Source: an optimization exercise on an open RTL-to-GDS flow (aim: small area and a short achievable clock period). Production flows keep margins and buffers that such runs may drop.
Only simulation tests tie the RTL to the original design; equivalence was not proved.
The flow treats the clock pin as an ideal source, which a real chip does not have.
Power and IR drop assume default switching activity.

[config.mk]
export PLATFORM = sky130hd
export DESIGN_NAME = booth_recoded_multiplier
export DESIGN_NICKNAME = booth_recoded_multiplier
export VERILOG_FILES = /design/flow/design.v
export SDC_FILE = /design/flow/constraint.sdc
export NUM_CORES = 4
export LEC_CHECK = 0
export CAP_MARGIN = 20
export CORE_MARGIN = 2
export CORE_UTILIZATION = 70
export HOLD_SLACK_MARGIN = 0.1
export PLACE_DENSITY = 0.8
export SLEW_MARGIN = 20
export SYNTH_HIERARCHICAL = 1
export SYNTH_MINIMUM_KEEP_SIZE = 0
[constraint.sdc]
create_clock -name core_clock -period 8.5 [get_ports {clk}]
set_input_delay 1.7000 -clock core_clock [delete_from_list [all_inputs] [get_ports {clk}]]
set_output_delay 1.7000 -clock core_clock [all_outputs]
set_load 0.01 [all_outputs]
[design.v]
module booth_recoded_multiplier(clk, reset, multiplicand, multiplier, prod);
  input clk, reset;
  input [11:0] multiplicand, multiplier;
  output reg [23:0] prod;
  reg [11:0] A, B;
  wire [23:0] X, Y, P;
  wire p1;
  wire p2;
  wire p3;
  wire p4;
  wire p5;
  wire p6;
  wire p7;
  wire p8;
  wire p9;
  wire p10;
  wire p11;
  wire p12;
  wire p13;
  wire p14;
  wire p15;
  wire p16;
  wire p17;
  wire p18;
  wire p19;
  wire p20;
  wire p21;
  wire p22;
  wire p23;
  wire p24;
  wire p25;
  wire p26;
  wire p27;
  wire p28;
  wire p29;
  wire p30;
  wire p31;
  wire p32;
  wire p33;
  wire p34;
  wire p35;
  wire p36;
  wire p37;
  wire p38;
  wire p39;
  wire p40;
  wire p41;
  wire p42;
  wire p43;
  wire p44;
  wire p45;
  wire p46;
  wire p47;
  wire p48;
  wire p49;
  wire p50;
  wire p51;
  wire p52;
  wire p53;
  wire p54;
  wire p55;
  wire p56;
  wire p57;
  wire p58;
  wire p59;
  wire p60;
  wire p61;
  wire p62;
  wire p63;
  wire p64;
  wire p65;
  wire p66;
  wire p67;
  wire p68;
  wire p69;
  wire p70;
  wire p71;
  wire p72;
  wire p73;
  wire p74;
  wire p75;
  wire p76;
  wire p77;
  wire p78;
  wire p79;
  wire p80;
  wire p81;
  wire p82;
  wire p83;
  wire p84;
  wire p85;
  wire p86;
  wire p87;
  wire p88;
  wire p89;
  wire p90;
  wire p91;
  wire p92;
  wire p93;
  wire p94;
  wire p95;
  wire p96;
  wire p97;
  wire p98;
  wire p99;
  wire p100;
  wire p101;
  wire p102;
  wire p103;
  wire p104;
  wire p105;
  wire p106;
  wire p107;
  wire p108;
  wire p109;
  wire p110;
  wire p111;
  wire p112;
  wire p113;
  wire p114;
  wire p115;
  wire p116;
  wire p117;
  wire p118;
  wire p119;
  wire p120;
  wire p121;
  wire p122;
  wire p123;
  wire p124;
  wire p125;
  wire p126;
  wire p127;
  wire p128;
  wire p129;
  wire p130;
  wire p131;
  wire p132;
  wire p133;
  wire p134;
  wire p135;
  wire p136;
  wire p137;
  wire p138;
  wire p139;
  wire p140;
  wire p141;
  wire p142;
  wire p143;
  wire p144;
  wire hs145;
  wire hc146;
  wire fs147;
  wire fc148;
  wire hs149;
  wire hc150;
  wire fs151;
  wire fc152;
  wire fs153;
  wire fc154;
  wire hs155;
  wire hc156;
  wire fs157;
  wire fc158;
  wire fs159;
  wire fc160;
  wire fs161;
  wire fc162;
  wire hs163;
  wire hc164;
  wire fs165;
  wire fc166;
  wire fs167;
  wire fc168;
  wire fs169;
  wire fc170;
  wire fs171;
  wire fc172;
  wire hs173;
  wire hc174;
  wire fs175;
  wire fc176;
  wire fs177;
  wire fc178;
  wire fs179;
  wire fc180;
  wire fs181;
  wire fc182;
  wire fs183;
  wire fc184;
  wire fs185;
  wire fc186;
  wire fs187;
  wire fc188;
  wire fs189;
  wire fc190;
  wire fs191;
  wire fc192;
  wire fs193;
  wire fc194;
  wire hs195;
  wire hc196;
  wire fs197;
  wire fc198;
  wire fs199;
  wire fc200;
  wire fs201;
  wire fc202;
  wire fs203;
  wire fc204;
  wire fs205;
  wire fc206;
  wire fs207;
  wire fc208;
  wire hs209;
  wire hc210;
  wire fs211;
  wire fc212;
  wire fs213;
  wire fc214;
  wire fs215;
  wire fc216;
  wire fs217;
  wire fc218;
  wire fs219;
  wire fc220;
  wire fs221;
  wire fc222;
  wire fs223;
  wire fc224;
  wire hs225;
  wire hc226;
  wire fs227;
  wire fc228;
  wire fs229;
  wire fc230;
  wire fs231;
  wire fc232;
  wire fs233;
  wire fc234;
  wire fs235;
  wire fc236;
  wire fs237;
  wire fc238;
  wire fs239;
  wire fc240;
  wire fs241;
  wire fc242;
  wire hs243;
  wire hc244;
  wire fs245;
  wire fc246;
  wire fs247;
  wire fc248;
  wire fs249;
  wire fc250;
  wire fs251;
  wire fc252;
  wire fs253;
  wire fc254;
  wire fs255;
  wire fc256;
  wire fs257;
  wire fc258;
  wire fs259;
  wire fc260;
  wire fs261;
  wire fc262;
  wire hs263;
  wire hc264;
  wire ks265;
  wire kc266;
  wire fs267;
  wire fc268;
  wire fs269;
  wire fc270;
  wire fs271;
  wire fc272;
  wire fs273;
  wire fc274;
  wire fs275;
  wire fc276;
  wire fs277;
  wire fc278;
  wire fs279;
  wire fc280;
  wire fs281;
  wire fc282;
  wire fs283;
  wire fc284;
  wire fs285;
  wire fc286;
  wire fs287;
  wire fc288;
  wire fs289;
  wire fc290;
  wire fs291;
  wire fc292;
  wire fs293;
  wire fc294;
  wire fs295;
  wire fc296;
  wire fs297;
  wire fc298;
  wire fs299;
  wire fc300;
  wire fs301;
  wire fc302;
  wire fs303;
  wire fc304;
  wire fs305;
  wire fc306;
  wire fs307;
  wire fc308;
  wire fs309;
  wire fc310;
  wire fs311;
  wire fc312;
  wire fs313;
  wire fc314;
  wire fs315;
  wire fc316;
  wire fs317;
  wire fc318;
  wire fs319;
  wire fc320;
  wire fs321;
  wire fc322;
  wire fs323;
  wire fc324;
  wire fs325;
  wire fc326;
  wire fs327;
  wire fc328;
  wire fs329;
  wire fc330;
  wire fs331;
  wire fc332;
  wire fs333;
  wire fc334;
  wire fs335;
  wire fc336;
  wire fs337;
  wire fc338;
  wire fs339;
  wire fc340;
  wire fs341;
  wire fc342;
  wire fs343;
  wire fc344;
  wire fs345;
  wire fc346;
  wire fs347;
  wire fc348;
  wire fs349;
  wire fc350;
  wire fs351;
  wire fc352;
  wire fs353;
  wire fc354;
  wire fs355;
  wire fc356;
  wire fs357;
  wire fc358;
  wire fs359;
  wire fc360;
  wire fs361;
  wire fc362;
  wire fs363;
  wire fc364;
  wire fs365;
  wire fc366;
  wire fs367;
  wire fc368;
  wire fs369;
  wire fc370;
  wire fs371;
  wire fc372;
  wire fs373;
  wire fc374;
  assign p1 = ~(A[0] & B[0]);
  assign p2 = ~(A[0] & B[1]);
  assign p3 = ~(A[0] & B[2]);
  assign p4 = ~(A[0] & B[3]);
  assign p5 = ~(A[0] & B[4]);
  assign p6 = ~(A[0] & B[5]);
  assign p7 = ~(A[0] & B[6]);
  assign p8 = ~(A[0] & B[7]);
  assign p9 = ~(A[0] & B[8]);
  assign p10 = ~(A[0] & B[9]);
  assign p11 = ~(A[0] & B[10]);
  assign p12 = (A[0] & B[11]);
  assign p13 = ~(A[1] & B[0]);
  assign p14 = ~(A[1] & B[1]);
  assign p15 = ~(A[1] & B[2]);
  assign p16 = ~(A[1] & B[3]);
  assign p17 = ~(A[1] & B[4]);
  assign p18 = ~(A[1] & B[5]);
  assign p19 = ~(A[1] & B[6]);
  assign p20 = ~(A[1] & B[7]);
  assign p21 = ~(A[1] & B[8]);
  assign p22 = ~(A[1] & B[9]);
  assign p23 = ~(A[1] & B[10]);
  assign p24 = (A[1] & B[11]);
  assign p25 = ~(A[2] & B[0]);
  assign p26 = ~(A[2] & B[1]);
  assign p27 = ~(A[2] & B[2]);
  assign p28 = ~(A[2] & B[3]);
  assign p29 = ~(A[2] & B[4]);
  assign p30 = ~(A[2] & B[5]);
  assign p31 = ~(A[2] & B[6]);
  assign p32 = ~(A[2] & B[7]);
  assign p33 = ~(A[2] & B[8]);
  assign p34 = ~(A[2] & B[9]);
  assign p35 = ~(A[2] & B[10]);
  assign p36 = (A[2] & B[11]);
  assign p37 = ~(A[3] & B[0]);
  assign p38 = ~(A[3] & B[1]);
  assign p39 = ~(A[3] & B[2]);
  assign p40 = ~(A[3] & B[3]);
  assign p41 = ~(A[3] & B[4]);
  assign p42 = ~(A[3] & B[5]);
  assign p43 = ~(A[3] & B[6]);
  assign p44 = ~(A[3] & B[7]);
  assign p45 = ~(A[3] & B[8]);
  assign p46 = ~(A[3] & B[9]);
  assign p47 = ~(A[3] & B[10]);
  assign p48 = (A[3] & B[11]);
  assign p49 = ~(A[4] & B[0]);
  assign p50 = ~(A[4] & B[1]);
  assign p51 = ~(A[4] & B[2]);
  assign p52 = ~(A[4] & B[3]);
  assign p53 = ~(A[4] & B[4]);
  assign p54 = ~(A[4] & B[5]);
  assign p55 = ~(A[4] & B[6]);
  assign p56 = ~(A[4] & B[7]);
  assign p57 = ~(A[4] & B[8]);
  assign p58 = ~(A[4] & B[9]);
  assign p59 = ~(A[4] & B[10]);
  assign p60 = (A[4] & B[11]);
  assign p61 = ~(A[5] & B[0]);
  assign p62 = ~(A[5] & B[1]);
  assign p63 = ~(A[5] & B[2]);
  assign p64 = ~(A[5] & B[3]);
  assign p65 = ~(A[5] & B[4]);
  assign p66 = ~(A[5] & B[5]);
  assign p67 = ~(A[5] & B[6]);
  assign p68 = ~(A[5] & B[7]);
  assign p69 = ~(A[5] & B[8]);
  assign p70 = ~(A[5] & B[9]);
  assign p71 = ~(A[5] & B[10]);
  assign p72 = (A[5] & B[11]);
  assign p73 = ~(A[6] & B[0]);
  assign p74 = ~(A[6] & B[1]);
  assign p75 = ~(A[6] & B[2]);
  assign p76 = ~(A[6] & B[3]);
  assign p77 = ~(A[6] & B[4]);
  assign p78 = ~(A[6] & B[5]);
  assign p79 = ~(A[6] & B[6]);
  assign p80 = ~(A[6] & B[7]);
  assign p81 = ~(A[6] & B[8]);
  assign p82 = ~(A[6] & B[9]);
  assign p83 = ~(A[6] & B[10]);
  assign p84 = (A[6] & B[11]);
  assign p85 = ~(A[7] & B[0]);
  assign p86 = ~(A[7] & B[1]);
  assign p87 = ~(A[7] & B[2]);
  assign p88 = ~(A[7] & B[3]);
  assign p89 = ~(A[7] & B[4]);
  assign p90 = ~(A[7] & B[5]);
  assign p91 = ~(A[7] & B[6]);
  assign p92 = ~(A[7] & B[7]);
  assign p93 = ~(A[7] & B[8]);
  assign p94 = ~(A[7] & B[9]);
  assign p95 = ~(A[7] & B[10]);
  assign p96 = (A[7] & B[11]);
  assign p97 = ~(A[8] & B[0]);
  assign p98 = ~(A[8] & B[1]);
  assign p99 = ~(A[8] & B[2]);
  assign p100 = ~(A[8] & B[3]);
  assign p101 = ~(A[8] & B[4]);
  assign p102 = ~(A[8] & B[5]);
  assign p103 = ~(A[8] & B[6]);
  assign p104 = ~(A[8] & B[7]);
  assign p105 = ~(A[8] & B[8]);
  assign p106 = ~(A[8] & B[9]);
  assign p107 = ~(A[8] & B[10]);
  assign p108 = (A[8] & B[11]);
  assign p109 = ~(A[9] & B[0]);
  assign p110 = ~(A[9] & B[1]);
  assign p111 = ~(A[9] & B[2]);
  assign p112 = ~(A[9] & B[3]);
  assign p113 = ~(A[9] & B[4]);
  assign p114 = ~(A[9] & B[5]);
  assign p115 = ~(A[9] & B[6]);
  assign p116 = ~(A[9] & B[7]);
  assign p117 = ~(A[9] & B[8]);
  assign p118 = ~(A[9] & B[9]);
  assign p119 = ~(A[9] & B[10]);
  assign p120 = (A[9] & B[11]);
  assign p121 = ~(A[10] & B[0]);
  assign p122 = ~(A[10] & B[1]);
  assign p123 = ~(A[10] & B[2]);
  assign p124 = ~(A[10] & B[3]);
  assign p125 = ~(A[10] & B[4]);
  assign p126 = ~(A[10] & B[5]);
  assign p127 = ~(A[10] & B[6]);
  assign p128 = ~(A[10] & B[7]);
  assign p129 = ~(A[10] & B[8]);
  assign p130 = ~(A[10] & B[9]);
  assign p131 = ~(A[10] & B[10]);
  assign p132 = (A[10] & B[11]);
  assign p133 = (A[11] & B[0]);
  assign p134 = (A[11] & B[1]);
  assign p135 = (A[11] & B[2]);
  assign p136 = (A[11] & B[3]);
  assign p137 = (A[11] & B[4]);
  assign p138 = (A[11] & B[5]);
  assign p139 = (A[11] & B[6]);
  assign p140 = (A[11] & B[7]);
  assign p141 = (A[11] & B[8]);
  assign p142 = (A[11] & B[9]);
  assign p143 = (A[11] & B[10]);
  assign p144 = ~(A[11] & B[11]);
  assign hs145 = ~(p2 ^ p13);
  assign hc146 = p2 | p13;
  fa ufs147 (.a(p3), .b(p14), .ci(p25), .s(fs147), .co(fc148));
  assign hs149 = ~(hc146 ^ fs147);
  assign hc150 = hc146 | fs147;
  fa ufs151 (.a(p4), .b(p15), .ci(p26), .s(fs151), .co(fc152));
  fa ufs153 (.a(p37), .b(fc148), .ci(fs151), .s(fs153), .co(fc154));
  assign hs155 = ~(hc150 ^ fs153);
  assign hc156 = hc150 | fs153;
  fa ufs157 (.a(p5), .b(p16), .ci(p27), .s(fs157), .co(fc158));
  fa ufs159 (.a(p38), .b(p49), .ci(fc152), .s(fs159), .co(fc160));
  fa ufs161 (.a(fs157), .b(fc154), .ci(fs159), .s(fs161), .co(fc162));
  assign hs163 = ~(hc156 ^ fs161);
  assign hc164 = hc156 | fs161;
  fa ufs165 (.a(p6), .b(p17), .ci(p28), .s(fs165), .co(fc166));
  fa ufs167 (.a(p39), .b(p50), .ci(p61), .s(fs167), .co(fc168));
  fa ufs169 (.a(fc158), .b(fs165), .ci(fs167), .s(fs169), .co(fc170));
  fa ufs171 (.a(fc160), .b(fs169), .ci(fc162), .s(fs171), .co(fc172));
  assign hs173 = ~(hc164 ^ fs171);
  assign hc174 = hc164 | fs171;
  fa ufs175 (.a(p7), .b(p18), .ci(p29), .s(fs175), .co(fc176));
  fa ufs177 (.a(p40), .b(p51), .ci(p62), .s(fs177), .co(fc178));
  fa ufs179 (.a(p73), .b(fc166), .ci(fc168), .s(fs179), .co(fc180));
  fa ufs181 (.a(fs175), .b(fs177), .ci(fc170), .s(fs181), .co(fc182));
  fa ufs183 (.a(fs179), .b(fs181), .ci(fc172), .s(fs183), .co(fc184));
  fa ufs185 (.a(p8), .b(p19), .ci(p30), .s(fs185), .co(fc186));
  fa ufs187 (.a(p41), .b(p52), .ci(p63), .s(fs187), .co(fc188));
  fa ufs189 (.a(p74), .b(p85), .ci(fc176), .s(fs189), .co(fc190));
  fa ufs191 (.a(fc178), .b(fs185), .ci(fs187), .s(fs191), .co(fc192));
  fa ufs193 (.a(fc180), .b(fs189), .ci(fs191), .s(fs193), .co(fc194));
  assign hs195 = ~(fc182 ^ fs193);
  assign hc196 = fc182 | fs193;
  fa ufs197 (.a(p9), .b(p20), .ci(p31), .s(fs197), .co(fc198));
  fa ufs199 (.a(p42), .b(p53), .ci(p64), .s(fs199), .co(fc200));
  fa ufs201 (.a(p75), .b(p86), .ci(p97), .s(fs201), .co(fc202));
  fa ufs203 (.a(fc186), .b(fc188), .ci(fs197), .s(fs203), .co(fc204));
  fa ufs205 (.a(fs199), .b(fs201), .ci(fc190), .s(fs205), .co(fc206));
  fa ufs207 (.a(fc192), .b(fs203), .ci(fs205), .s(fs207), .co(fc208));
  assign hs209 = ~(fc194 ^ hc196);
  assign hc210 = fc194 | hc196;
  fa ufs211 (.a(p10), .b(p21), .ci(p32), .s(fs211), .co(fc212));
  fa ufs213 (.a(p43), .b(p54), .ci(p65), .s(fs213), .co(fc214));
  fa ufs215 (.a(p76), .b(p87), .ci(p98), .s(fs215), .co(fc216));
  fa ufs217 (.a(p109), .b(fc198), .ci(fc200), .s(fs217), .co(fc218));
  fa ufs219 (.a(fc202), .b(fs211), .ci(fs213), .s(fs219), .co(fc220));
  fa ufs221 (.a(fs215), .b(fc204), .ci(fs217), .s(fs221), .co(fc222));
  fa ufs223 (.a(fs219), .b(fc206), .ci(fs221), .s(fs223), .co(fc224));
  assign hs225 = ~(fc208 ^ fs223);
  assign hc226 = fc208 | fs223;
  fa ufs227 (.a(p11), .b(p22), .ci(p33), .s(fs227), .co(fc228));
  fa ufs229 (.a(p44), .b(p55), .ci(p66), .s(fs229), .co(fc230));
  fa ufs231 (.a(p77), .b(p88), .ci(p99), .s(fs231), .co(fc232));
  fa ufs233 (.a(p110), .b(p121), .ci(fc212), .s(fs233), .co(fc234));
  fa ufs235 (.a(fc214), .b(fc216), .ci(fs227), .s(fs235), .co(fc236));
  fa ufs237 (.a(fs229), .b(fs231), .ci(fc218), .s(fs237), .co(fc238));
  fa ufs239 (.a(fc220), .b(fs233), .ci(fs235), .s(fs239), .co(fc240));
  fa ufs241 (.a(fs237), .b(fc222), .ci(fs239), .s(fs241), .co(fc242));
  assign hs243 = ~(fc224 ^ fs241);
  assign hc244 = fc224 | fs241;
  fa ufs245 (.a(p12), .b(p23), .ci(p34), .s(fs245), .co(fc246));
  fa ufs247 (.a(p45), .b(p56), .ci(p67), .s(fs247), .co(fc248));
  fa ufs249 (.a(p78), .b(p89), .ci(p100), .s(fs249), .co(fc250));
  fa ufs251 (.a(p111), .b(p122), .ci(p133), .s(fs251), .co(fc252));
  fa ufs253 (.a(fc228), .b(fc230), .ci(fc232), .s(fs253), .co(fc254));
  fa ufs255 (.a(fs245), .b(fs247), .ci(fs249), .s(fs255), .co(fc256));
  fa ufs257 (.a(fs251), .b(fc234), .ci(fc236), .s(fs257), .co(fc258));
  fa ufs259 (.a(fs253), .b(fs255), .ci(fc238), .s(fs259), .co(fc260));
  fa ufs261 (.a(fs257), .b(fc240), .ci(fs259), .s(fs261), .co(fc262));
  assign hs263 = ~(fc242 ^ hc244);
  assign hc264 = fc242 | hc244;
  ha uks265 (.a(p24), .b(p35), .s(ks265), .c(kc266));
  fa ufs267 (.a(p46), .b(p57), .ci(p68), .s(fs267), .co(fc268));
  fa ufs269 (.a(p79), .b(p90), .ci(p101), .s(fs269), .co(fc270));
  fa ufs271 (.a(p112), .b(p123), .ci(p134), .s(fs271), .co(fc272));
  fa ufs273 (.a(ks265), .b(fc246), .ci(fc248), .s(fs273), .co(fc274));
  fa ufs275 (.a(fc250), .b(fc252), .ci(fs267), .s(fs275), .co(fc276));
  fa ufs277 (.a(fs269), .b(fs271), .ci(fc254), .s(fs277), .co(fc278));
  fa ufs279 (.a(fc256), .b(fs273), .ci(fs275), .s(fs279), .co(fc280));
  fa ufs281 (.a(fc258), .b(fs277), .ci(fs279), .s(fs281), .co(fc282));
  fa ufs283 (.a(fc260), .b(fs281), .ci(fc262), .s(fs283), .co(fc284));
  fa ufs285 (.a(p36), .b(p47), .ci(p58), .s(fs285), .co(fc286));
  fa ufs287 (.a(p69), .b(p80), .ci(p91), .s(fs287), .co(fc288));
  fa ufs289 (.a(p102), .b(p113), .ci(p124), .s(fs289), .co(fc290));
  fa ufs291 (.a(p135), .b(kc266), .ci(fc268), .s(fs291), .co(fc292));
  fa ufs293 (.a(fc270), .b(fc272), .ci(fs285), .s(fs293), .co(fc294));
  fa ufs295 (.a(fs287), .b(fs289), .ci(fc274), .s(fs295), .co(fc296));
  fa ufs297 (.a(fc276), .b(fs291), .ci(fs293), .s(fs297), .co(fc298));
  fa ufs299 (.a(fc278), .b(fs295), .ci(fc280), .s(fs299), .co(fc300));
  fa ufs301 (.a(fs297), .b(fc282), .ci(fs299), .s(fs301), .co(fc302));
  fa ufs303 (.a(p48), .b(p59), .ci(p70), .s(fs303), .co(fc304));
  fa ufs305 (.a(p81), .b(p92), .ci(p103), .s(fs305), .co(fc306));
  fa ufs307 (.a(p114), .b(p125), .ci(p136), .s(fs307), .co(fc308));
  fa ufs309 (.a(fc286), .b(fc288), .ci(fc290), .s(fs309), .co(fc310));
  fa ufs311 (.a(fs303), .b(fs305), .ci(fs307), .s(fs311), .co(fc312));
  fa ufs313 (.a(fc292), .b(fc294), .ci(fs309), .s(fs313), .co(fc314));
  fa ufs315 (.a(fs311), .b(fc296), .ci(fc298), .s(fs315), .co(fc316));
  fa ufs317 (.a(fs313), .b(fc300), .ci(fs315), .s(fs317), .co(fc318));
  fa ufs319 (.a(p60), .b(p71), .ci(p82), .s(fs319), .co(fc320));
  fa ufs321 (.a(p93), .b(p104), .ci(p115), .s(fs321), .co(fc322));
  fa ufs323 (.a(p126), .b(p137), .ci(fc304), .s(fs323), .co(fc324));
  fa ufs325 (.a(fc306), .b(fc308), .ci(fs319), .s(fs325), .co(fc326));
  fa ufs327 (.a(fs321), .b(fc310), .ci(fc312), .s(fs327), .co(fc328));
  fa ufs329 (.a(fs323), .b(fs325), .ci(fc314), .s(fs329), .co(fc330));
  fa ufs331 (.a(fs327), .b(fc316), .ci(fs329), .s(fs331), .co(fc332));
  fa ufs333 (.a(p72), .b(p83), .ci(p94), .s(fs333), .co(fc334));
  fa ufs335 (.a(p105), .b(p116), .ci(p127), .s(fs335), .co(fc336));
  fa ufs337 (.a(p138), .b(fc320), .ci(fc322), .s(fs337), .co(fc338));
  fa ufs339 (.a(fs333), .b(fs335), .ci(fc324), .s(fs339), .co(fc340));
  fa ufs341 (.a(fc326), .b(fs337), .ci(fc328), .s(fs341), .co(fc342));
  fa ufs343 (.a(fs339), .b(fc330), .ci(fs341), .s(fs343), .co(fc344));
  fa ufs345 (.a(p84), .b(p95), .ci(p106), .s(fs345), .co(fc346));
  fa ufs347 (.a(p117), .b(p128), .ci(p139), .s(fs347), .co(fc348));
  fa ufs349 (.a(fc334), .b(fc336), .ci(fs345), .s(fs349), .co(fc350));
  fa ufs351 (.a(fs347), .b(fc338), .ci(fs349), .s(fs351), .co(fc352));
  fa ufs353 (.a(fc340), .b(fs351), .ci(fc342), .s(fs353), .co(fc354));
  fa ufs355 (.a(p96), .b(p107), .ci(p118), .s(fs355), .co(fc356));
  fa ufs357 (.a(p129), .b(p140), .ci(fc346), .s(fs357), .co(fc358));
  fa ufs359 (.a(fc348), .b(fs355), .ci(fc350), .s(fs359), .co(fc360));
  fa ufs361 (.a(fs357), .b(fs359), .ci(fc352), .s(fs361), .co(fc362));
  fa ufs363 (.a(p108), .b(p119), .ci(p130), .s(fs363), .co(fc364));
  fa ufs365 (.a(p141), .b(fc356), .ci(fs363), .s(fs365), .co(fc366));
  fa ufs367 (.a(fc358), .b(fs365), .ci(fc360), .s(fs367), .co(fc368));
  fa ufs369 (.a(p120), .b(p131), .ci(p142), .s(fs369), .co(fc370));
  fa ufs371 (.a(fc364), .b(fs369), .ci(fc366), .s(fs371), .co(fc372));
  fa ufs373 (.a(p132), .b(p143), .ci(fc370), .s(fs373), .co(fc374));
  assign X = {1'b1, p144, fc372, fc368, fc362, fc354, fc344, fc332, fc318, fc302, fc284, hc264, fs261, hc226, hc210, fs207, fc184, hc174, hs173, hs163, hs155, hs149, hs145, p1};
  assign Y = {1'b1, fc374, fs373, fs371, fs367, fs361, fs353, fs343, fs331, fs317, fs301, fs283, hs263, hs243, hs225, hs209, hs195, fs183, 1'b1, 1'b1, 1'b1, 1'b1, 1'b1, 1'b1};
  assign P = (~(X + Y + 24'd1)) ^ 24'h800000;
  always @(posedge clk or posedge reset)
    if (reset) begin A <= 12'd0; prod <= 24'd0; end
    else begin A <= multiplicand; prod <= P; end
  always @(posedge clk)
    B <= multiplier;
endmodule
module fa(input a, input b, input ci, output s, output co);
  assign s = a ^ b ^ ci;
  assign co = (a & b) | (ci & (a ^ b));
endmodule
module ha(input a, input b, output s, output c);
  assign s = a ^ b;
  assign c = a & b;
endmodule
[flow/run.sh]
#!/bin/bash
set -euo pipefail
export BUFFER_PORTS_ARGS="-buffer_cell sky130_fd_sc_hd__buf_1"
export CTS_ARGS="-sink_clustering_enable -repair_clock_nets -dont_use_dummy_load"
bash standard.sh synth floorplan place cts > log_make_to_cts.txt 2>&1

R=orfs/results/${FLOW_PLATFORM}/booth_recoded_multiplier/base
mkdir -p skew
cp $R/4_cts.odb skew/4_cts_noskew.odb
export SKEW_SDC=$R/4_cts.sdc
export SKEW_LIB=$FLOW_HOME/platforms/${FLOW_PLATFORM}/lib/sky130_fd_sc_hd__tt_025C_1v80.lib
export SKEW_RC=$FLOW_HOME/platforms/${FLOW_PLATFORM}/setRC.tcl
chains=(
  "clkdlybuf4s50_1 clkbuf_16"
  "clkdlybuf4s50_1 clkdlybuf4s25_1 clkbuf_16"
  "clkdlybuf4s50_1 clkdlybuf4s50_1 clkbuf_16"
  "clkdlybuf4s50_1 clkdlybuf4s50_1 clkbuf_1 clkbuf_16"
  "clkdlybuf4s50_1 clkdlybuf4s50_1 clkbuf_2 clkbuf_16"
  "clkdlybuf4s50_1 clkdlybuf4s50_1 clkbuf_1 clkbuf_1 clkbuf_16"
  "clkdlybuf4s50_1 clkdlybuf4s50_1 clkbuf_2 clkbuf_2 clkbuf_16"
  "clkdlybuf4s50_1 clkdlybuf4s50_1 clkbuf_2 clkbuf_2 clkbuf_2 clkbuf_16"
  "clkdlybuf4s50_1 clkdlybuf4s50_1 clkdlybuf4s15_1 clkbuf_16"
  "clkdlybuf4s50_1 clkdlybuf4s50_1 clkdlybuf4s25_1 clkbuf_16"
  "clkdlybuf4s50_1 clkdlybuf4s50_1 clkdlybuf4s50_1 clkbuf_16"
)
# bases: the placed design as CTS left it, and after setup repair towards tighter targets
cp skew/4_cts_noskew.odb skew/base_0.odb
for m in 3.8; do
  ( REPAIR_IN=skew/4_cts_noskew.odb REPAIR_OUT=skew/base_$m.odb REPAIR_MARGIN=$m \
      openroad -no_splash -exit flow/repair.tcl > skew/repair_$m.log 2>&1 || true ) &
done
wait
n=0
for base in 0 3.8; do
  [ -f skew/base_$base.odb ] || continue
  for up in 0 1; do
   for split in 0 3; do
    for ch in "${chains[@]}"; do
      ( SKEW_IN=skew/base_$base.odb SKEW_HOLDFIX=0.1 SKEW_UPAB=$up SKEW_SPLIT=$split SKEW_SPLITCELL=clkbuf_8 SKEW_THR=1.4 SKEW_CHAIN="$ch" \
          SKEW_OUT=skew/try_$n.odb openroad -no_splash -exit flow/skew_apply.tcl > skew/try_$n.log 2>&1 || true ) &
      n=$((n + 1))
      while [ "$(jobs -rp | wc -l)" -ge "${NUM_CORES:-4}" ]; do sleep 0.5; done
    done
   done
  done
done
wait
best=$(grep -H SKEW_RESULT skew/try_*.log | sed -E 's/^skew\/try_([0-9]+)\.log:.*setup_after=([^ ]+) hold_after=([^ ]+) clkslew=([^ ]+) area=([^ ]+) sr2r=([^ ]+) sout=([^ ]+).*/\1 \2 \3 \4 \5 \6 \7/' \
  | awk -v p=$FLOW_PERIOD_NS '$4 < 0.100 { s = $2*1e9; r = $6 - 0.12; if (r < s) s = r; if ($7 < s) s = $7;
        printf "%s %.2f %.4f\n", $1, (p - s) * $5, $3*1e9 }' \
  | sort -k2,2g | awk 'NR==1{top=$2} $2<=top*1.002' | sort -k3,3gr | head -1 | cut -d' ' -f1)
grep -h SKEW_RESULT skew/try_*.log > skew/results.txt || true
if [ -n "$best" ] && [ -f skew/try_$best.odb ]; then
  echo "chosen: try_$best $(grep SKEW_RESULT skew/try_$best.log)" >> skew/results.txt
  cp skew/try_$best.odb $R/4_cts.odb
fi
rm -f skew/try_*.odb skew/base_*.odb
bash standard.sh route finish > log_make_route_finish.txt 2>&1
[flow/repair.tcl]
read_db $::env(REPAIR_IN)
read_liberty $::env(SKEW_LIB)
read_sdc $::env(SKEW_SDC)
source $::env(SKEW_RC)
estimate_parasitics -placement
repair_timing -setup -setup_margin $::env(REPAIR_MARGIN) -verbose
detailed_placement
check_placement
estimate_parasitics -placement
puts "REPAIR_RESULT margin=$::env(REPAIR_MARGIN) setup=[sta::worst_slack_cmd max]"
write_db $::env(REPAIR_OUT)
[flow/skew_apply.tcl]
read_db $::env(SKEW_IN)
read_liberty $::env(SKEW_LIB)
read_sdc $::env(SKEW_SDC)
source $::env(SKEW_RC)
estimate_parasitics -placement

# optionally the operand flip-flops (fanout 12 each) get the next drive strength
if {[info exists ::env(SKEW_UPAB)] && $::env(SKEW_UPAB)} {
  foreach pin [get_pins -hierarchical {A*/CLK B*/CLK}] {
    set inst [$pin instance]
    set cell [get_name [$inst liberty_cell]]
    if {[regsub {_1$} $cell {_2} up]} {
      replace_cell $inst [get_lib_cells */$up]
    }
  }
  estimate_parasitics -placement
}
set s0 [sta::worst_slack_cmd max]
set block [ord::get_db_block]
set dbu [[ord::get_db_tech] getDbUnitsPerMicron]

set moved {}
set moved_sta {}
foreach pin [get_pins -hierarchical prod*/D] {
  if {[get_property $pin slack_max] < $s0 * 1e9 + $::env(SKEW_THR)} {
    lappend moved [sta::sta_to_db_inst [$pin instance]]
    lappend moved_sta [$pin instance]
  }
}

# the clock root buffer (driven by the clk port) and its output net
set clknet [[$block findBTerm clk] getNet]
set rootinst ""
foreach it [$clknet getITerms] { if {[$it isInputSignal]} { set rootinst [$it getInst] } }
set rootnet ""
foreach it [$rootinst getITerms] { if {[$it isOutputSignal]} { set rootnet [[$it getNet] getName] } }
puts "SKEW: root [$rootinst getName] net $rootnet"

# centroid of the moved flip-flops
set x 0; set y 0
foreach i $moved {
  set bb [$i getBBox]
  set x [expr {$x + ([$bb xMin] + [$bb xMax]) / 2.0}]
  set y [expr {$y + ([$bb yMin] + [$bb yMax]) / 2.0}]
}
set n [llength $moved]
set cx [expr {$x / $n / $dbu}]; set cy [expr {$y / $n / $dbu}]

# move their clock pins onto the root net, then build the chain backwards from them
set oldnets {}
set rootdb [$block findNet $rootnet]
foreach i $moved {
  set it [$i findITerm CLK]
  lappend oldnets [[$it getNet] getName]
  $it disconnect
  $it connect $rootdb
}
# optionally the other flip-flops hang directly on the root net (no leaf buffers)
if {[info exists ::env(SKEW_FLAT)] && $::env(SKEW_FLAT)} {
  foreach inst [$block getInsts] {
    set it [$inst findITerm CLK]
    if {$it eq "NULL" || [lsearch -exact $moved $inst] >= 0} continue
    if {[[$inst getMaster] isSequential] == 0} continue
    set net [$it getNet]
    if {[$net getName] eq $rootnet} continue
    lappend oldnets [$net getName]
    $it disconnect
    $it connect $rootdb
  }
  if {[info exists ::env(SKEW_ROOTCELL)] && $::env(SKEW_ROOTCELL) ne ""} {
    replace_cell [get_cells [$rootinst getName]] [get_lib_cells */sky130_fd_sc_hd__$::env(SKEW_ROOTCELL)]
  }
}
estimate_parasitics -placement
set loads {}
foreach i $moved_sta { lappend loads [$i find_pin CLK] }
set k 0
foreach cell [lreverse $::env(SKEW_CHAIN)] {
  set name "skew_buf_$k"
  set b [insert_buffer -buffer_cell sky130_fd_sc_hd__$cell -net $rootnet -load_pins $loads \
      -location [list $cx $cy] -buffer_name $name -net_name "skew_net_$k"]
  puts "SKEW: inserted $b [get_full_name $b]"
  set loads [get_pins [get_full_name $b]/A]
  lappend chain_insts [get_full_name $b]
  incr k
}
foreach b $chain_insts {
  set dbi [$block findInst $b]
  $dbi setPlacementStatus PLACED
  foreach it [$dbi getITerms] { if {[$it isOutputSignal]} { [$it getNet] setSigType CLOCK } }
}

# optionally the other flip-flops leave the clock tree and get their clock from the port
# through SKEW_SPLIT buffers (clkbuf_8, one per group of nearby flip-flops); the
# original root buffer is then only the head of the delay chain
if {[info exists ::env(SKEW_SPLIT)] && $::env(SKEW_SPLIT) > 0} {
  set rest {}
  foreach inst [$block getInsts] {
    set it [$inst findITerm CLK]
    if {$it eq "NULL" || [lsearch -exact $moved $inst] >= 0} continue
    if {[[$inst getMaster] isSequential] == 0} continue
    set bb [$inst getBBox]
    lappend rest [list $inst [expr {([$bb xMin] + [$bb xMax]) / 2.0}] [expr {([$bb yMin] + [$bb yMax]) / 2.0}]]
  }
  set rest [lsort -real -index 1 $rest]
  set ng $::env(SKEW_SPLIT)
  set per [expr {int(ceil([llength $rest] / double($ng)))}]
  set clkname [$clknet getName]
  for {set g 0} {$g < $ng} {incr g} {
    set grp [lrange $rest [expr {$g * $per}] [expr {($g + 1) * $per - 1}]]
    if {[llength $grp] == 0} continue
    set gx 0; set gy 0
    foreach e $grp {
      set inst [lindex $e 0]
      set it [$inst findITerm CLK]
      lappend oldnets [[$it getNet] getName]
      $it disconnect
      $it connect $clknet
      set gx [expr {$gx + [lindex $e 1]}]; set gy [expr {$gy + [lindex $e 2]}]
    }
    set gx [expr {$gx / [llength $grp] / $dbu}]; set gy [expr {$gy / [llength $grp] / $dbu}]
    estimate_parasitics -placement
    set gl {}
    foreach e $grp { lappend gl [get_pins -of_objects [get_cells [[lindex $e 0] getName]] -filter "name==CLK"] }
    set b [insert_buffer -buffer_cell sky130_fd_sc_hd__$::env(SKEW_SPLITCELL) -net $clkname -load_pins $gl \
        -location [list $gx $gy] -buffer_name "clksplit_$g" -net_name "clksplit_net_$g"]
    set dbi [$block findInst [get_full_name $b]]
    $dbi setPlacementStatus PLACED
    foreach it [$dbi getITerms] { if {[$it isOutputSignal]} { [$it getNet] setSigType CLOCK } }
    puts "SKEW: split group $g: [llength $grp] flip-flops on [get_full_name $b]"
  }
}

# leaf buffers left without a load go
foreach nn [lsort -unique $oldnets] {
  set dbn [$block findNet $nn]
  if {$dbn eq "NULL"} continue
  set nload 0
  foreach it [$dbn getITerms] { if {[$it isInputSignal]} { incr nload } }
  if {$nload == 0} {
    foreach it [$dbn getITerms] {
      if {[$it isOutputSignal]} {
        set inst [$it getInst]
        puts "SKEW: removing unloaded clock buffer [$inst getName]"
        odb::dbInst_destroy $inst
      }
    }
    odb::dbNet_destroy $dbn
  }
}

# with the split, the old root buffer only feeds the delay chain: the chain then starts
# at the port and the root buffer goes
if {[info exists ::env(SKEW_SPLIT)] && $::env(SKEW_SPLIT) > 0} {
  set rdb [$block findNet $rootnet]
  set loads_left {}
  foreach it [$rdb getITerms] { if {[$it isInputSignal]} { lappend loads_left $it } }
  foreach it $loads_left { $it disconnect; $it connect $clknet }
  puts "SKEW: root buffer [$rootinst getName] removed; chain starts at the port"
  odb::dbInst_destroy $rootinst
  odb::dbNet_destroy $rdb
}
detailed_placement
check_placement
estimate_parasitics -placement
# hold repair here, where it may not eat into the setup slack the skew has won
if {[info exists ::env(SKEW_HOLDFIX)] && $::env(SKEW_HOLDFIX)} {
  set sm [expr {[sta::worst_slack_cmd max] * 1e9 - 0.02}]
  repair_timing -hold -setup_margin $sm -hold_margin $::env(SKEW_HOLDFIX)
  detailed_placement
  estimate_parasitics -placement
}
set s1 [sta::worst_slack_cmd max]
set h1 [sta::worst_slack_cmd min]
set sr2r 1e9
foreach p [get_pins -hierarchical prod*/D] { set v [get_property $p slack_max]; if {$v < $sr2r} { set sr2r $v } }
set sout 1e9
foreach p [get_ports prod*] { set v [get_property $p slack_max]; if {$v < $sout} { set sout $v } }
set area 0.0
foreach inst [$block getInsts] {
  set m [$inst getMaster]
  set area [expr {$area + [$m getWidth] * [$m getHeight] / double($dbu * $dbu)}]
}
# largest clock-pin slew over all flip-flops, and a rough area for the hold fixes to come
# (one ~10 um2 delay buffer per 0.35 ns of negative hold slack at each endpoint)
set maxslew 0.0
set holdfix 0
foreach pin [get_pins -hierarchical */CLK] {
  set sl [get_property $pin slew_max]
  if {$sl > $maxslew} { set maxslew $sl }
}
foreach pin [get_pins -hierarchical */D] {
  set hs [get_property $pin slack_min]
  if {$hs < 0} { incr holdfix [expr {int(ceil(-$hs / 0.35))}] }
}
set area [expr {$area + 10.0 * $holdfix}]
puts "SKEW_RESULT in=[file tail $::env(SKEW_IN)] split=[expr {[info exists ::env(SKEW_SPLIT)] ? $::env(SKEW_SPLIT) : 0}] upab=[expr {[info exists ::env(SKEW_UPAB)] ? $::env(SKEW_UPAB) : 0}] flat=[expr {[info exists ::env(SKEW_FLAT)] ? $::env(SKEW_FLAT) : 0}] thr=$::env(SKEW_THR) chain={$::env(SKEW_CHAIN)} moved=$n setup_before=$s0 setup_after=$s1 hold_after=$h1 clkslew=$maxslew area=$area sr2r=$sr2r sout=$sout"
report_clock_latency
if {[info exists ::env(SKEW_OUT)] && $::env(SKEW_OUT) ne ""} {
  write_db $::env(SKEW_OUT)
}
[standard.sh]
#!/bin/bash
# synth_recipe.tcl (not shown) runs the flow's synth.tcl, then flattens the netlist and writes it again
# the make line also repeats each setting of config.mk as NAME=value (left out here)
make -C /OpenROAD-flow-scripts/flow DESIGN_CONFIG=/design/flow/config.mk WORK_HOME=/design/flow/orfs CLKGATE_MAP_FILE= SYNTH_SCRIPT=/design/flow/synth_recipe.tcl "${@:-finish}"
==> results of run 1 <==
state kept, by name, indices dropped and copies added, names as in the netlist:
register	cells
A	12
prod	24
B	12
per-module statistics from Yosys, one instance, submodules excluded:
module | area (µm²) | flops+latches | copies in the design
fa | 20.02 | 0 | 104
booth_recoded_multiplier | 2887 | 48 | 1
ha | 12.51 | 0 | 1
metrics by stage:
step | utilization | instance area [µm²] | total power [W] | cells | worst slack, ps
floorplan | - | 4981 | 0.001732 | 466 | 3994
global placement | 0.7615 | 5202 | 0.002043 | 588 | 3751
detailed placement | 0.7615 | 5202 | 0.002112 | 588 | 3609
CTS | 0.7716 | 5271 | 0.002246 | 593 | 3575
global route | 0.7995 | 5461 | 0.002562 | 610 | 4790
finish | 0.7995 | 5461 | 0.002333 | 610 | 4920
per-layer routing:
layer,up-vias,GRT usage,share of wire
met5,-,0,0
met4,0,0.1983,0.051
met3,63,0.06623,0.087
met2,242,0.6172,0.52
met1,1878,0.4591,0.34
li1,1544,-,-
area by class of cell:
cell class                      instances  area share
Inverter                               24     0.01649
Sequential cell                        48      0.2149
Multi-Input combinational cell        370      0.6706
Tap cell                               96     0.02199
Timing Repair Buffer                   64     0.05842
Clock buffer                            8     0.01764
power groups by stage:
stage / Clock, W / Combinational, W / Sequential [W]
floorplan: 0 / 0.00137 / 0.000365
global placement: 0 / 0.00169 / 0.000356
detailed placement: 0 / 0.00176 / 0.000357
CTS: 0.000130 / 0.00176 / 0.000352
global route: 0.000162 / 0.00204 / 0.000361
finish: 0.000152 / 0.00183 / 0.000353
path summary, 6_finish.rpt:
path                       slack, ps          startpoint                  to  depth (start not counted)
max                             4920  prod[20]$_DFF_PP0_            prod[20]                          1
min                              120     A[10]$_DFF_PP0_  prod[18]$_DFF_PP0_                          5
max reg2reg                     4960      A[2]$_DFF_PP0_  prod[20]$_DFF_PP0_                         15
min reg2reg                      120     A[10]$_DFF_PP0_  prod[18]$_DFF_PP0_                          5
max in group asynchronous       6470               reset      A[4]$_DFF_PP0_                          3
min in group asynchronous        430               reset  prod[13]$_DFF_PP0_                          3
kinds of logic (layout without fill, tap and decap cells):
kind of cell,after synthesis,in the layout,synth area share
AO/OA/AOI/OAI,46,46,0.06481
XOR/XNOR,14,14,0.02462
adder cells (fa/ha/maj),133,133,0.4923
buffers and inverters,48,96,0.03617
flip-flops,48,48,0.2291
AND/OR/NAND/NOR,177,177,0.1530
cell usage in the layout (no fill, tap or decap), drive strengths merged, types with 4 or more instances in the layout:
cell         Yosys  routed
nor2             9       9
nand2          129     129
xor2             9       9
o21ai           10      10
xnor2            5       5
inv             24      24
dfxtp           12      12
a21o             7       7
fa             105     105
buf              0      55
dfrtp           36      36
clkbuf          24       6
ha              28      28
and2            25      25
nand2b           4       4
a21oi           18      18
dlygate4sd3      0       9
==> run_results.csv, run 1 <==
group,metric,value,unit
grt,grt_max_degree,37,
synth,ys_ff_latch,48,
detailed_routing,ant_nets,0,
synth,synth_top_cell_area_share,0.4220,
critical_path,crit_chain,"buf_1",
timing,period_share,0.4211,
timing,tightest_slew,504.8,ps
timing,relSlewSlack,0.6635,
critical_path,critPathCaptureType,"output port",
power_and_ir_drop,pwr-share-comb,0.783,
detailed_routing,drtIter0Drc,432,
cts,cts_hold_buffers,0,
outcome,status,"timing/DRC/antenna clean",
floorplanning,initial_utilization,0.7291,
cts,cts_tree,"built",
critical_path,cp_max_fo,1,
synth,synth_async_sr_flop_share,0.7500,
timing,setup-tns-final,0,ps
final_layout,fill_cells,466,
cts,clk_latency,1360,ps
cts,post_cts_resized,0,
synth,syn_inst,466,
grt,antenna_found_initial,0,
floorplanning,dieArea,7807,µm²
power_and_ir_drop,p_seq_frac,0.152,
timing,fmax,279.4,MHz
power_and_ir_drop,peakVddDrop,0.0003123,V
timing,finalMaxSlewViolations,0,
power_and_ir_drop,p_sw,0.001156,W
synth,syn_area,4981,µm²
power_and_ir_drop,powerDensity,427.2,nW/µm²
cts,cts_root_buf,"clkbuf_8",
detailed_routing,dr_total_vias,3727,
detailed_routing,routedWlPerCell,19.35,µm
final_layout,nNetsFinal,675,
floorplanning,num_io_pins,50,
cts,clock_path_buffers,2,
critical_path,worstPathRequired,6800,ps
cts,cts_setup_buffers,0,
floorplanning,die_w,88.36,µm
job,maxCapViolCount,0,
floorplanning,fp.coreArea,6832,µm²
final_layout,n_antenna_cell,0,
timing,rsz0062_at_grt,"no",
place,routabilityCongestion,0.9255,
place,port_buffers,49,
synth,ys.flop_type,"dfrtp_1",
synth,yosys-top-cells-area,"fa_1, dfrtp_1, nand2_1, ha_1, dfxtp_1",
final_layout,drive_gt1_frac,0.08949,
grt,grt_pass1_vias,4073,
cts,cts_buffers,5,
detailed_routing,viasPerCell,6.110,
synth,syn-num-nets,625,
detailed_routing,dr.pass1.iters,6,
final_layout,multi_input_area,3662,µm²
critical_path,cp_num_buf_inv,1,
timing,fin_hold_ws,121.1,ps
final_layout,syn_to_final_growth,9.646,%
cts,clock-sinks,48,
hold_path,hp-class,"reg2reg",
timing,setup_viol,0,
critical_path,slowest_delay,390,ps
critical_path,critPathArrivalTime,1880,ps
critical_path,start_kind,"register",
critical_path,criticalPathCategory,"reg2out",
synth,ys_warn_count,7,
floorplanning,rows,30,
synth,synth.most_common_cell,"nand2_1",
timing,post-route-min-period,3580,ps
synth,synth_edf_count,0,
floorplanning,die_y,88.36,µm
synth,avgSynthCellArea,10.69,µm²
power_and_ir_drop,p_clk_frac,0.065,
critical_path,crit_family,"flip-flops",
cts,clkTransAtPathRegs,80,ps
cts,cts_max_level,2,
power_and_ir_drop,switching_share,0.4956,
place,dp.final_hpwl,8499,µm
timing,hold_viol,0,
detailed_routing,wl,11800,µm
grt,grt_remaining_overflow,0,
timing,fin_skew,1226,ps
critical_path,crit_slowest_cell,"dfrtp_1",
power_and_ir_drop,p_leak,2.229,nW
grt,grt_pass1_wl,19190,µm
synth,seq_area_frac_synth,0.2291,
power_and_ir_drop,p_int,0.001177,W
final_layout,seq_area,1174,µm²
grt,grtUsageTotal,0.3683,
synth,netlist.top_cell.by_area,"fa_1",
synth,ys_types,35,
synth,synthTopCellsByCount,"nand2_1, fa_1, dfrtp_1",
detailed_routing,post-route-drc-count,0,
==> run 2: changes to the inputs <==
--- a/config.mk
+++ b/config.mk
@@ -10,5 +10,4 @@
 export CORE_UTILIZATION = 70
 export HOLD_SLACK_MARGIN = 0.1
-export PLACE_DENSITY = 0.8
 export SLEW_MARGIN = 20
 export SYNTH_HIERARCHICAL = 1
==> run_results.csv, run 2 <==
group,metric,value,unit
critical_path,criticalPathCategory,"reg2reg",
floorplanning,die_y,88.36,µm
synth,ys_warn_count,7,
timing,fmax,282.7,MHz
floorplanning,num_io_pins,50,
synth,synth.most_common_cell,"nand2_1",
final_layout,syn_to_final_growth,8.767,%
place,pre_cts_ws,3655,ps
synth,ys_types,35,
floorplanning,rows,30,
grt,grt_max_degree,37,
detailed_routing,dr_total_vias,3607,
power_and_ir_drop,p_total,0.002248,W
floorplanning,fp.coreArea,6832,µm²
final_layout,final_cell_mix,"nand2_1, fa_1, buf_1",
job,maxCapViolCount,0,
final_layout,final_common_cell,"nand2_1",
synth,ys_ff_latch,48,
synth,synth_async_sr_flop_share,0.7500,
place,dp.final_hpwl,8043,µm
place,port_buffers,49,
timing,setup_viol,0,
detailed_routing,dr.pass1.iters,6,
grt,grt_pass1_vias,3961,
synth,synth_top_cell_area_share,0.4220,
timing,fin_skew,1194,ps
final_layout,largest_reg_flops,24,
final_layout,fill_cells,469,
cts,cts_hold_buffers,0,
cts,cts_setup_buffers,0,
critical_path,rr_worst_depth,15,
timing,rsz0062_at_grt,"no",
grt,grtUsageTotal,0.3514,
hold_path,hold_depth,5,
critical_path,cp_max_fo,12,
detailed_routing,wl,11140,µm
synth,ys.flop_type,"dfrtp_1",
synth,seq_area_frac_synth,0.2291,
cts,clk_latency,1320,ps
final_layout,top_register,"prod",
cts,cts_root_buf,"clkbuf_8",
synth,syn_inst,466,
synth,netlist.top_cell.by_area,"fa_1",
detailed_routing,ant_nets,0,
synth,synth_edf_count,0,
floorplanning,die_w,88.36,µm
timing,post-route-min-period,3537,ps
timing,tightest_slew,523.6,ps
detailed_routing,viasPerCell,5.962,
place,routabilityCongestion,0.8505,
grt,grt_remaining_overflow,0,
outcome,status,"timing/DRC/antenna clean",
synth,avgSynthCellArea,10.69,µm²
critical_path,critPathArrivalTime,4740,ps
timing,relSlewSlack,0.6509,
cts,clock-sinks,48,
cts,cts_tree,"built",
critical_path,worstPathRequired,9710,ps
floorplanning,initial_utilization,0.7291,
timing,setup-tns-final,0,ps
synth,synthTopCellsByCount,"nand2_1, fa_1, dfrtp_1",
timing,finalMaxSlewViolations,0,
grt,grt_pass1_wl,18490,µm
critical_path,start_kind,"register",
timing,hold_viol,0,
synth,syn-num-nets,625,
detailed_routing,drtIter0Drc,341,
cts,clkTransAtPathRegs,80,ps
synth,yosys-top-cells-area,"fa_1, dfrtp_1, nand2_1, ha_1, dfxtp_1",
final_layout,n_antenna_cell,0,
floorplanning,dieArea,7807,µm²
final_layout,final-instance-count-excl-fill,605,
final_layout,nNetsFinal,670,
detailed_routing,routedWlPerCell,18.41,µm
grt,antenna_found_initial,0,
place,dp_cells,588,
cts,clock_path_buffers,2,
power_and_ir_drop,p_leak,2.207,nW
final_layout,drive_gt1_frac,0.07859,
hold_path,hp-class,"reg2reg",
critical_path,critPathCaptureType,"register",
synth,syn_area,4981,µm²
cts,post_cts_resized,0,
final_layout,reg_top3,"prod (24), A (12), B (12)",
timing,period_share,0.4161,
cts,cts_max_level,2,
detailed_routing,post-route-drc-count,0,
cts,cts_buffers,5,
timing,finalWorstSetupSlack,4963,ps
power_and_ir_drop,peakVddDrop,0.0003576,V
power_and_ir_drop,powerDensity,415.0,nW/µm²
==> run 2: per-stage QoR <==
stage / instance area, µm² / utilization / hold WS (ps)
2_1_floorplan: 4981 / - / 454.1
3_3_place_gp: 5202 / 0.7615 / 689.5
3_5_place_dp: 5202 / 0.7615 / 680.4
4_1_cts: 5271 / 0.7716 / 692.0
5_1_grt: 5418 / 0.7930 / 183.5
6_report: 5418 / 0.7930 / 154.6
==> run 2: final cells by class <==
type | instances | area (µm²) | share of cell area
clock buffer | 7 | 96.34 | 0.01778
inverter | 24 | 90.09 | 0.01663
multi-input combinational | 370 | 3660 | 0.6755
sequential | 48 | 1167 | 0.2155
tap | 96 | 120.1 | 0.02217
timing repair buffer | 60 | 284.0 | 0.05242
==> run 2: power by group <==
group | switching (W) | internal, W
sequential | 0.0000366 | 0.000317
clock | 0.0000686 | 0.0000746
combinational | 0.00100 | 0.000749
total | 0.00111 | 0.00114
==> run 2: cells by family (layout without fill, tap and decap cells) <==
kind of cell	after synthesis	in the layout	share of synthesized area
buf+inv	48	91	0.03617
compound gates	46	46	0.06481
flops	48	48	0.2291
xor+xnor	14	14	0.02462
simple gates	177	177	0.1530
fa+ha+maj	133	133	0.4923
==> run 2: routing by layer <==
| metal | global-route usage | wire, µm | vias up |
|---|---|---|---|
| met5 | 0 | 0 | - |
| met3 | 0.06437 | 932 | 39 |
| met4 | 0.1364 | 388 | 0 |
| li1 | - | - | 1535 |
| met2 | 0.6008 | 5780 | 210 |
| met1 | 0.4505 | 4039 | 1823 |
==> run 2: critical path: stages (launching register included) <==
cell and delay, ps:
dfxtp_2 500, nand2_1 130, fa_1 500, fa_1 400, fa_1 420, fa_1 400, fa_1 500, inv_1 40
ha_1 230, fa_1 410, nand2b_1 190, a21oi_2 210, o211ai_1 160, o31ai_1 240, a21oi_1 110, xor2_1 150
==> run 2: worst paths after layout <==
| path | start | to | slack (ps) |
|---|---|---|---|
| max in group asynchronous | reset | A[5]$_DFF_PP0_ | 6490 |
| min in group asynchronous | reset | prod[9]$_DFF_PP0_ | 450 |
| worst max-delay path | B[3]$_DFF_P_ | prod[20]$_DFF_PP0_ | 4960 |
| worst max register to register | B[3]$_DFF_P_ | prod[20]$_DFF_PP0_ | 4960 |
| worst min register to register | B[11]$_DFF_P_ | prod[22]$_DFF_PP0_ | 150 |
| worst min-delay path | B[11]$_DFF_P_ | prod[22]$_DFF_PP0_ | 150 |
==> run 2: per-module statistics from Yosys (local to each module, per instance) <==
module,cells inside,times used,cell area [µm²],flip-flops and latches
booth_recoded_multiplier,361,1,2887,48
fa,1,104,20.02,0
ha,1,1,12.51,0
==> run 3: changes to the inputs <==
--- a/flow/run.sh
+++ b/flow/run.sh
@@ -26,5 +26,5 @@
 # bases: the placed design as CTS left it, and after setup repair towards tighter targets
 cp skew/4_cts_noskew.odb skew/base_0.odb
-for m in 3.8; do
+for m in 3.7 3.8; do
   ( REPAIR_IN=skew/4_cts_noskew.odb REPAIR_OUT=skew/base_$m.odb REPAIR_MARGIN=$m \
       openroad -no_splash -exit flow/repair.tcl > skew/repair_$m.log 2>&1 || true ) &
@@ -32,10 +32,10 @@
 wait
 n=0
-for base in 0 3.8; do
+for base in 0 3.7 3.8; do
   [ -f skew/base_$base.odb ] || continue
   for up in 0 1; do
    for split in 0 3; do
     for ch in "${chains[@]}"; do
-      ( SKEW_IN=skew/base_$base.odb SKEW_HOLDFIX=0.1 SKEW_UPAB=$up SKEW_SPLIT=$split SKEW_SPLITCELL=clkbuf_8 SKEW_THR=1.4 SKEW_CHAIN="$ch" \
+      ( SKEW_IN=skew/base_$base.odb SKEW_HOLDFIX=0.05 SKEW_UPAB=$up SKEW_SPLIT=$split SKEW_SPLITCELL=clkbuf_8 SKEW_THR=1.4 SKEW_CHAIN="$ch" \
           SKEW_OUT=skew/try_$n.odb openroad -no_splash -exit flow/skew_apply.tcl > skew/try_$n.log 2>&1 || true ) &
       n=$((n + 1))
--- a/flow/skew_apply.tcl
+++ b/flow/skew_apply.tcl
@@ -195,4 +195,12 @@
 }
 set area [expr {$area + 10.0 * $holdfix}]
+if {[info exists ::env(SKEW_DUMP)] && $::env(SKEW_DUMP)} {
+  foreach p [get_pins -hierarchical prod*/D] {
+    set f [get_full_name [$p instance]]
+    regexp {prod\[([0-9]+)\]} $f -> bit
+    set q [get_ports "prod\[$bit\]"]
+    puts [format "DUMP %-24s setup %.3f hold %.3f out %.3f" $f [get_property $p slack_max] [get_property $p slack_min] [get_property $q slack_max]]
+  }
+}
 puts "SKEW_RESULT in=[file tail $::env(SKEW_IN)] split=[expr {[info exists ::env(SKEW_SPLIT)] ? $::env(SKEW_SPLIT) : 0}] upab=[expr {[info exists ::env(SKEW_UPAB)] ? $::env(SKEW_UPAB) : 0}] flat=[expr {[info exists ::env(SKEW_FLAT)] ? $::env(SKEW_FLAT) : 0}] thr=$::env(SKEW_THR) chain={$::env(SKEW_CHAIN)} moved=$n setup_before=$s0 setup_after=$s1 hold_after=$h1 clkslew=$maxslew area=$area sr2r=$sr2r sout=$sout"
 report_clock_latency
--- a/config.mk
+++ b/config.mk
@@ -9,5 +9,5 @@
 export CORE_MARGIN = 2
 export CORE_UTILIZATION = 70
-export HOLD_SLACK_MARGIN = 0.1
+export HOLD_SLACK_MARGIN = 0.05
 export SLEW_MARGIN = 20
 export SYNTH_HIERARCHICAL = 1
==> run_results.csv, run 3 <==
group,metric,value,unit
grt,grtUsageTotal,0.3473,
critical_path,slowest_delay,380,ps
power_and_ir_drop,p_leak,2.186,nW
final_layout,final_common_cell,"nand2_1",
final_layout,top_register,"prod",
cts,cts_tree,"built",
detailed_routing,ant_nets,0,
cts,clock_path_buffers,2,
timing,hold_viol,0,
synth,synth-compound-area-share,0.06481,
critical_path,crit_family,"flip-flops",
detailed_routing,viasPerCell,5.922,
floorplanning,initial_utilization,0.7291,
final_layout,final-instance-count-excl-fill,600,
grt,grt_max_degree,37,
cts,clkTransAtPathRegs,80,ps
timing,period_share,0.4243,
final_layout,syn_to_final_growth,7.686,%
floorplanning,num_io_pins,50,
hold_path,hold_depth,5,
timing,post-route-min-period,3607,ps
cts,cts_max_level,2,
synth,seq_area_frac_synth,0.2291,
timing,tightest_slew,521.5,ps
hold_path,hp-class,"reg2reg",
final_layout,stdcell_area,5364,µm²
synth,synth_async_sr_flop_share,0.7500,
critical_path,rr_worst_depth,15,
final_layout,drive_gt1_frac,0.05556,
place,routabilityCongestion,0.8505,
final_layout,n_antenna_cell,0,
place,dp.final_hpwl,8043,µm
final_layout,final_cell_mix,"nand2_1, fa_1, buf_1",
grt,grt_pass1_wl,18190,µm
critical_path,r2r_slack,4920,ps
cts,post_cts_resized,0,
detailed_routing,dr_total_vias,3553,
critical_path,worstReg2RegStart,"A[2]$_DFF_PP0_",
detailed_routing,post-route-drc-count,0,
place,pre_cts_ws,3655,ps
job,maxCapViolCount,0,
place,port_buffers,49,
timing,finalWorstSetupSlack,4893,ps
floorplanning,die_w,88.36,µm
hold_path,holdPathEnd,"prod[22]$_DFF_PP0_",
cts,clk_latency,1400,ps
synth,synth.area.mux_share,0,
critical_path,start_kind,"register",
cts,cts_hold_buffers,0,
synth,synth_edf_count,0,
synth,ys.flop_type,"dfrtp_1",
synth,ys_warn_count,7,
critical_path,worstPathRequired,6800,ps
timing,setup_viol,0,
detailed_routing,wl,11050,µm
final_layout,largest_reg_flops,24,
place,dp_cells,588,
synth,synth_top_cell_area_share,0.4220,
critical_path,crit_slowest_cell,"dfrtp_1",
synth,synthTopCellsByCount,"nand2_1, fa_1, dfrtp_1",
power_and_ir_drop,powerDensity,419.7,nW/µm²
synth,synth-xor-area-share,0.02462,
critical_path,critPathCaptureType,"output port",
floorplanning,die_y,88.36,µm
timing,relSlewSlack,0.6523,
floorplanning,dieArea,7807,µm²
synth,synth.most_common_cell,"nand2_1",
final_layout,nNetsFinal,665,
timing,setup-tns-final,0,ps
place,dpl_cell_area,5202,µm²
grt,grt_pass1_vias,3905,
critical_path,crit_chain,"buf_1",
detailed_routing,drtIter0Drc,319,
final_layout,reg_top3,"prod (24), A (12), B (12)",
synth,syn-num-nets,625,
critical_path,cp_num_buf_inv,1,
synth,avgSynthCellArea,10.69,µm²
critical_path,criticalPathCategory,"reg2out",
synth,synthSimpleGateAreaFrac,0.1530,
detailed_routing,dr.pass1.iters,7,
synth,synth_adder_area_share,0.4923,
timing,fin_skew,1270,ps
grt,antenna_found_initial,0,
detailed_routing,routedWlPerCell,18.42,µm
cts,cts_setup_buffers,0,
hold_path,hp-start,"B[10]$_DFF_P_",
floorplanning,rows,30,
synth,ys_types,35,
timing,rsz0062_at_grt,"no",
grt,grt_remaining_overflow,0,
cts,clock-sinks,48,
final_layout,fin_util,0.7852,
synth,ys_ff_latch,48,
cts,cts_root_buf,"clkbuf_8",
timing,fmax,277.3,MHz
synth,netlist.top_cell.by_area,"fa_1",
power_and_ir_drop,peakVddDrop,0.0003632,V
critical_path,reg2reg_to,"prod[20]$_DFF_PP0_",
floorplanning,fp.coreArea,6832,µm²
synth,synth_top_family_by_area,"adder cells",
critical_path,critPathArrivalTime,1910,ps
cts,cts_buffers,5,
outcome,status,"timing/DRC/antenna clean",
synth,syn_inst,466,
critical_path,cp_max_fo,1,
timing,finalMaxSlewViolations,0,
synth,syn_area,4981,µm²
synth,yosys-top-cells-area,"fa_1, dfrtp_1, nand2_1, ha_1, dfxtp_1",
[run 3: cell counts after synthesis]
Identical to the previous run, type by type.
[run 3: worst max-delay path by stage]
| stage | from | end | slack, ps | cells past startpoint |
|---|---|---|---|---|
| after floorplan | B[8]$_DFF_P_ | prod[19]$_DFF_PP0_ | 3990 | 15 |
| after global placement | B[5]$_DFF_P_ | prod[21]$_DFF_PP0_ | 3680 | 14 |
| after detailed placement | B[3]$_DFF_P_ | prod[20]$_DFF_PP0_ | 3660 | 15 |
| after CTS | B[3]$_DFF_P_ | prod[20]$_DFF_PP0_ | 3610 | 15 |
| after global routing | A[2]$_DFF_PP0_ | prod[20]$_DFF_PP0_ | 4750 | 14 |
| final | prod[20]$_DFF_PP0_ | prod[20] | 4890 | 1 |
[run 3: cells by family after synthesis]
logic type,count (synthesis)
xor gates and xnor gates,14
buffers and inverters,48
adders and majority gates,133
and+or+nand+nor,177
DFF,48
AOI/OAI and AO/OA,46
[run 3: stage by stage]
step                      total power [W]  hold WS, ps
after CTS                        0.002223        692.0
after global routing             0.002486        115.5
after detailed placement         0.002088        680.4
final                            0.002251        66.55
after floorplan                  0.001732        454.1
after global placement           0.002045        689.5
[run 3: per-module statistics from Yosys (local to each module, per instance)]
module                    cells  times used  area, µm²  flops+latches
fa                            1         104      20.02              0
booth_recoded_multiplier    361           1       2887             48
ha                            1           1      12.51              0
[run 3: final cells by class]
class	instances	area, µm²
well taps	96	120.1
multi-input cells	370	3660
flip-flops and latches	48	1156
repair buffers	55	241.5
clock buffers	7	96.34
fillers	469	1468
inverters	24	90.09
[run 3: routing by layer]
layer	share of wire	GRT usage	routed length, µm
met1	0.38	0.4489	4153
met2	0.51	0.5960	5627
met3	0.079	0.04384	878
met4	0.035	0.1515	391
met5	0	0	0
[run 3: power breakdown]
part / switching (W) / leakage (nW) / internal [W]
clock network: 0.0000694 / 0.0455 / 0.0000753
logic: 0.00101 / 1.62 / 0.000748
registers: 0.0000370 / 0.519 / 0.000316

==> afterwards: timing with drivers on the ports <==
How much do the figures lean on ideal ports? The routed layouts below were timed once more, with nothing changed but the port constraints.
Step 1: set_driving_cell puts a clkbuf_16 on clk and a buf_2 on each other input, an assumption about the parent block.
Step 2, shift: input delay + t, output delay - t, t = (earliest + latest rising clock arrival at the registers) / 2. This alone moves slack from input paths to output paths.
Slacks: ideal / step 1 / step 2; pairs: ideal / step 1.
| run | shift t [ns] | slack for setup (ns) | worst hold slack (ns) | latest minus earliest clock arrival (ns) | worst data-port slew with drivers (ns) |
|---|---|---|---|---|---|
| run 1 | 0.804 | 4.920 / 4.860 / 4.961 | 0.121 / 0.122 / 0.122 | 1.226 / 1.225 | 0.03 |
| run 2 | 0.789 | 4.963 / 4.907 / 4.962 | 0.155 / 0.156 / 0.156 | 1.194 / 1.192 | 0.04 |
| run 3 | 0.830 | 4.893 / 4.829 / 4.916 | 0.067 / 0.068 / 0.068 | 1.270 / 1.269 | 0.05 |
Clock arrivals are far apart in every run listed, so t is only a midpoint there and step 2 fits no single register. For run 2, which loses most, drivers alone change the setup slack by -0.056 ns; drivers and shift together by -0.001 ns.
